Source: an optimization exercise on an open RTL-to-GDS flow (aim: small area). Production flows keep margins and buffers that such runs may drop. In this exercise RTL edits were held to simulation tests only and were not proved equivalent to the original.

==> job 4219 <==
## cpu
module cpu (
  reset,
  RAMin,
  RAMout,
  RAMaddr,
  we,
  re,
  be,
  hlt,
  UART_intr,
  cont,
  brk,
  clk
);
==> flow/config.mk <==
export PLATFORM = sky130hd
export DESIGN_NAME = cpu
export DESIGN_NICKNAME = cpu
export VERILOG_FILES = /design/flow/design.v
export SDC_FILE = /design/flow/constraint.sdc
export NUM_CORES = 4
export LEC_CHECK = 0
export CAP_MARGIN = 20
export CORE_MARGIN = 2
export CORE_UTILIZATION = 50
export CTS_BUF_LIST = sky130_fd_sc_hd__clkbuf_4 sky130_fd_sc_hd__clkbuf_8
export PLACE_DENSITY = 0.6
export SLEW_MARGIN = 20
export SYNTH_HIERARCHICAL = 1
export SYNTH_MEMORY_MAX_BITS = 16384
==> flow/constraint.sdc <==
create_clock -name core_clock -period 28.0 [get_ports {clk}]
set_input_delay 5.6000 -clock core_clock [delete_from_list [all_inputs] [get_ports {clk}]]
set_output_delay 5.6000 -clock core_clock [all_outputs]
set_load 0.01 [all_outputs]
run.sh (not shown) runs the stock make flow with config.mk's settings and CLKGATE_MAP_FILE= SYNTH_SCRIPT=/design/flow/synth_recipe.tcl, a recipe that flattens the netlist after the stock synthesis.
==> job 9871 (differences from job 4219) <==
--- a/flow/design.v
+++ b/flow/design.v
@@ -16,24 +16,52 @@
 wire f_shr = (f == 3'd5);
 wire f_mrg = (f == 3'd6);
 wire big   = |y[15:4];
 wire f_l   = (f == 3'd4) & ~big;
 wire f_r   = f_shr & ~big;
 wire [15:0] yb, p, sum;
-wire [16:0] c;
-assign c[0] = sub;
+wire [15:0] k0, k1;  
+wire c4, cn8, cn12, cn16;
+wire [3:0] bsel = {cn12, cn8, c4, 1'b0};    
 genvar i;
 generate
   for (i = 0; i < 16; i = i + 1) begin : add
     c_xor2 ux (.a(y[i]), .b(sub), .y(yb[i]));
     c_xor2 up (.a(x[i]), .b(yb[i]), .y(p[i]));
-    c_xor2 us (.a(p[i]), .b(c[i]), .y(sum[i]));
-    c_maj3 uc (.a(x[i]), .b(yb[i]), .c(c[i]), .y(c[i+1]));
+    if (i < 4) begin : b0
+      wire cin = (i == 0) ? sub : k0[i-1];
+      c_xor2 us (.a(p[i]), .b(cin), .y(sum[i]));
+      c_maj3 uc (.a(x[i]), .b(yb[i]), .c(cin), .y(k0[i]));
+      assign k1[i] = k0[i];
+    end else if (i % 4 == 0) begin : bf
+      if (i == 4) begin : t
+        c_xor2 us (.a(p[i]), .b(bsel[i/4]), .y(sum[i]));
+      end else begin : n
+        c_xnor2 us (.a(p[i]), .b(bsel[i/4]), .y(sum[i]));
+      end
+      c_and2 ua (.a(x[i]), .b(yb[i]), .y(k0[i]));
+      c_or2  uo (.a(x[i]), .b(yb[i]), .y(k1[i]));
+    end else begin : bn
+      wire s0n, s1n;
+      c_xnor2 us0 (.a(p[i]), .b(k0[i-1]), .y(s0n));
+      c_xnor2 us1 (.a(p[i]), .b(k1[i-1]), .y(s1n));
+      if (i < 8) begin : t
+        c_mux2i um (.a0(s0n), .a1(s1n), .s(bsel[i/4]), .y(sum[i]));
+      end else begin : n
+        c_mux2i um (.a0(s1n), .a1(s0n), .s(bsel[i/4]), .y(sum[i]));
+      end
+      c_maj3 uc0 (.a(x[i]), .b(yb[i]), .c(k0[i-1]), .y(k0[i]));
+      c_maj3 uc1 (.a(x[i]), .b(yb[i]), .c(k1[i-1]), .y(k1[i]));
+    end
   end
 endgenerate
-assign carry_out = f_add & (c[16] ^ sub);
+assign c4 = k0[3];
+c_mux2i uk8  (.a0(k0[7]),  .a1(k1[7]),  .s(c4),   .y(cn8));
+c_mux2i uk12 (.a0(k1[11]), .a1(k0[11]), .s(cn8),  .y(cn12));
+c_mux2i uk16 (.a0(k1[15]), .a1(k0[15]), .s(cn12), .y(cn16));
+assign carry_out = f_add & ~(cn16 ^ sub);
 assign ne = |p;
 assign lt = sum[15] ^ (~p[15] & (x[15] ^ sum[15]));
 wire [15:0] s0, s1, s2, s3, s4;
 wire na0 = ~y[0], na2 = ~y[2];
 generate
   for (i = 0; i < 16; i = i + 1) begin : sh
@@ -59,17 +87,22 @@
       c_nor2 m (.a(s3[i]), .b(y[3]), .y(s4[i]));
     end
   end
 endgenerate
 wire [15:0] sx  = {{8{x[7]}}, x[7:0]};
 wire [15:0] mrg = {x[6:0], y[8:0]};
+wire sxh = f_sx & x[7];
 generate
   for (i = 0; i < 16; i = i + 1) begin : res
     wire t1, t2, t3, t4;
     c_a222oi u1 (.a1(f_add), .a2(sum[i]), .b1(f_l), .b2(s4[i]), .c1(f_r), .c2(s4[15-i]), .y(t1));
-    c_a22oi  u2 (.a1(f_mrg), .a2(mrg[i]), .b1(f_sx), .b2(sx[i]), .y(t2));
+    if (i < 8) begin : lo
+      c_a22oi  u2 (.a1(f_mrg), .a2(mrg[i]), .b1(f_sx), .b2(sx[i]), .y(t2));
+    end else begin : hi
+      c_a21oi  u2 (.a1(f_mrg), .a2(mrg[i]), .b1(sxh), .y(t2));
+    end
     c_o21ai  u3 (.a1(x[i]), .a2(y[i]), .b1(f_or), .y(t3));
     c_nand3  u4 (.a(f_and), .b(x[i]), .c(y[i]), .y(t4));
     c_nand4  u5 (.a(t1), .b(t2), .c(t3), .d(t4), .y(out[i]));
   end
 endgenerate
 assign zero = ~|out;
@@ -77,12 +110,18 @@
 module c_a222oi (input a1, a2, b1, b2, c1, c2, output y);
   assign y = ~((a1 & a2) | (b1 & b2) | (c1 & c2));
 endmodule
 module c_a22oi (input a1, a2, b1, b2, output y);
   assign y = ~((a1 & a2) | (b1 & b2));
 endmodule
+module c_a21oi (input a1, a2, b1, output y);
+  assign y = ~((a1 & a2) | b1);
+endmodule
+module c_xnor2 (input a, b, output y);
+  assign y = ~(a ^ b);
+endmodule
 module c_o21ai (input a1, a2, b1, output y);
   assign y = ~((a1 | a2) & b1);
 endmodule
 module c_nand4 (input a, b, c, d, output y);
   assign y = ~(a & b & c & d);
 endmodule
@@ -92,12 +131,15 @@
 module c_nand2 (input a, b, output y);
   assign y = ~(a & b);
 endmodule
 module c_nor2 (input a, b, output y);
   assign y = ~(a | b);
 endmodule
+module c_and2 (input a, b, output y);
+  assign y = a & b;
+endmodule
 module c_or2 (input a, b, output y);
   assign y = a | b;
 endmodule
 module c_xor2 (input a, b, output y);
   assign y = a ^ b;
 endmodule
@@ -317,17 +359,18 @@
 wire uMode = ~CRout[0];
 reg [15:0] R1, R2, R3, R4, R5, R6, PC;
 reg [15:0] sR1, sR2, sR3, sR4, sR5, sR6, sPC;
 wire uview = ~bank | ureg;
 wire op1pt = (op1s == 2'd3);
 wire [5:0] tidx  = ptb[5:0] + {1'b0, MAR[15:11]};
-reg ph_p, ph_n;
+reg ph_p, ph_n, op1pt_p;
 always @(posedge clk) ph_p <= ~reset & ~ph_p;
 always @(negedge clk) ph_n <= ph_p;
+always @(posedge clk) op1pt_p <= op1pt;
 wire ph2 = ph_p ^ ph_n;
-wire [5:0] pt_ra = (ph2 & op1pt) ? MDR[5:0] : tidx;
+wire [5:0] pt_ra = (ph2 & op1pt_p) ? MDR[5:0] : tidx;
 reg [1023:0] ptf;
 wire [63:0] pt_sel = 64'd1 << pt_ra;
 wire [15:0] pt_rd;
 genvar g, b;
 generate
   for (b = 0; b < 16; b = b + 1) begin : ptbit
@@ -341,15 +384,15 @@
 reg pw_en;
 reg [5:0] pw_idx;
 reg [15:0] pw_d;
 always @(negedge clk) begin
   pw_en <= wpte;
   pw_idx <= op0[5:0];
-  pw_d <= op1;
+  pw_d <= reset ? 16'd0 : op1;    
 end
-wire [15:0] pt_wd = reset ? 16'd0 : pw_d;
+wire [15:0] pt_wd = pw_d;
 generate
   for (g = 0; g < 64; g = g + 1) begin : ptrow
     always @(posedge clk)
       if (reset | (pw_en & (pw_idx == g)))
         ptf[g*16 +: 16] <= pt_wd;
   end
- CORE_UTILIZATION: 50 -> 60
- CTS_BUF_LIST: sky130_fd_sc_hd__clkbuf_4 sky130_fd_sc_hd__clkbuf_8 -> sky130_fd_sc_hd__clkbuf_8
- CTS_CLUSTER_DIAMETER: default -> 60
- CTS_CLUSTER_SIZE: default -> 14
- PLACE_DENSITY: 0.6 -> 0.7
==> job 9005 (differences from job 4219) <==
--- a/flow/design.v
+++ b/flow/design.v
@@ -16,21 +16,44 @@
 wire f_shr = (f == 3'd5);
 wire f_mrg = (f == 3'd6);
 wire big   = |y[15:4];
 wire f_l   = (f == 3'd4) & ~big;
 wire f_r   = f_shr & ~big;
 wire [15:0] yb, p, sum;
-wire [16:0] c;
+wire [16:0] c;       
+wire [15:0] k0, k1;  
 assign c[0] = sub;
 genvar i;
 generate
   for (i = 0; i < 16; i = i + 1) begin : add
     c_xor2 ux (.a(y[i]), .b(sub), .y(yb[i]));
     c_xor2 up (.a(x[i]), .b(yb[i]), .y(p[i]));
-    c_xor2 us (.a(p[i]), .b(c[i]), .y(sum[i]));
-    c_maj3 uc (.a(x[i]), .b(yb[i]), .c(c[i]), .y(c[i+1]));
+    if (i < 4) begin : b0
+      wire cin = (i == 0) ? c[0] : k0[i-1];
+      c_xor2 us (.a(p[i]), .b(cin), .y(sum[i]));
+      c_maj3 uc (.a(x[i]), .b(yb[i]), .c(cin), .y(k0[i]));
+      assign k1[i] = k0[i];
+    end else if (i % 4 == 0) begin : bf
+      c_xor2 us (.a(p[i]), .b(c[i]), .y(sum[i]));
+      c_and2 ua (.a(x[i]), .b(yb[i]), .y(k0[i]));
+      c_or2  uo (.a(x[i]), .b(yb[i]), .y(k1[i]));
+    end else begin : bn
+      wire s0, s1;
+      c_xor2 us0 (.a(p[i]), .b(k0[i-1]), .y(s0));
+      c_xor2 us1 (.a(p[i]), .b(k1[i-1]), .y(s1));
+      c_mux2 um (.a0(s0), .a1(s1), .s(c[i - i % 4]), .y(sum[i]));
+      c_maj3 uc0 (.a(x[i]), .b(yb[i]), .c(k0[i-1]), .y(k0[i]));
+      c_maj3 uc1 (.a(x[i]), .b(yb[i]), .c(k1[i-1]), .y(k1[i]));
+    end
+    if (i % 4 == 3) begin : bc
+      if (i == 3) begin : c0
+        assign c[4] = k0[3];
+      end else begin : cs
+        c_mux2 uk (.a0(k0[i]), .a1(k1[i]), .s(c[i-3]), .y(c[i+1]));
+      end
+    end
   end
 endgenerate
 assign carry_out = f_add & (c[16] ^ sub);
 assign ne = |p;
 assign lt = sum[15] ^ (~p[15] & (x[15] ^ sum[15]));
 wire [15:0] s0, s1, s2, s3, s4;
@@ -92,12 +115,15 @@
 module c_nand2 (input a, b, output y);
   assign y = ~(a & b);
 endmodule
 module c_nor2 (input a, b, output y);
   assign y = ~(a | b);
 endmodule
+module c_and2 (input a, b, output y);
+  assign y = a & b;
+endmodule
 module c_or2 (input a, b, output y);
   assign y = a | b;
 endmodule
 module c_xor2 (input a, b, output y);
   assign y = a ^ b;
 endmodule
@@ -317,17 +343,18 @@
 wire uMode = ~CRout[0];
 reg [15:0] R1, R2, R3, R4, R5, R6, PC;
 reg [15:0] sR1, sR2, sR3, sR4, sR5, sR6, sPC;
 wire uview = ~bank | ureg;
 wire op1pt = (op1s == 2'd3);
 wire [5:0] tidx  = ptb[5:0] + {1'b0, MAR[15:11]};
-reg ph_p, ph_n;
+reg ph_p, ph_n, op1pt_p;
 always @(posedge clk) ph_p <= ~reset & ~ph_p;
 always @(negedge clk) ph_n <= ph_p;
+always @(posedge clk) op1pt_p <= op1pt;
 wire ph2 = ph_p ^ ph_n;
-wire [5:0] pt_ra = (ph2 & op1pt) ? MDR[5:0] : tidx;
+wire [5:0] pt_ra = (ph2 & op1pt_p) ? MDR[5:0] : tidx;
 reg [1023:0] ptf;
 wire [63:0] pt_sel = 64'd1 << pt_ra;
 wire [15:0] pt_rd;
 genvar g, b;
 generate
   for (b = 0; b < 16; b = b + 1) begin : ptbit
- CTS_BUF_LIST: sky130_fd_sc_hd__clkbuf_4 sky130_fd_sc_hd__clkbuf_8 -> sky130_fd_sc_hd__clkbuf_8 sky130_fd_sc_hd__clkbuf_16
- CTS_CLUSTER_DIAMETER: default -> 70
- CTS_CLUSTER_SIZE: default -> 20
==> summary of the runs <==
- Of job 4219 and job 9871, job 9871 has the higher flip-flop and latch count (gap 1).
- In global-route usage, job 9005 and job 4219 hardly differ.
- The lowest synthesized cell count belongs to job 4219, the highest to job 9005.
- In job 4219 the final area is larger than in job 9871, by 3.9%.
- Synthesized area: job 4219 < job 9871 < job 9005.
- Register-to-register slack: job 4219 is worse than job 9871 (1300 ps).
- Of job 4219 and job 9005, job 4219 has the higher clock skew (gap 77 ps).
- Utilization: job 9005 < job 4219 < job 9871.
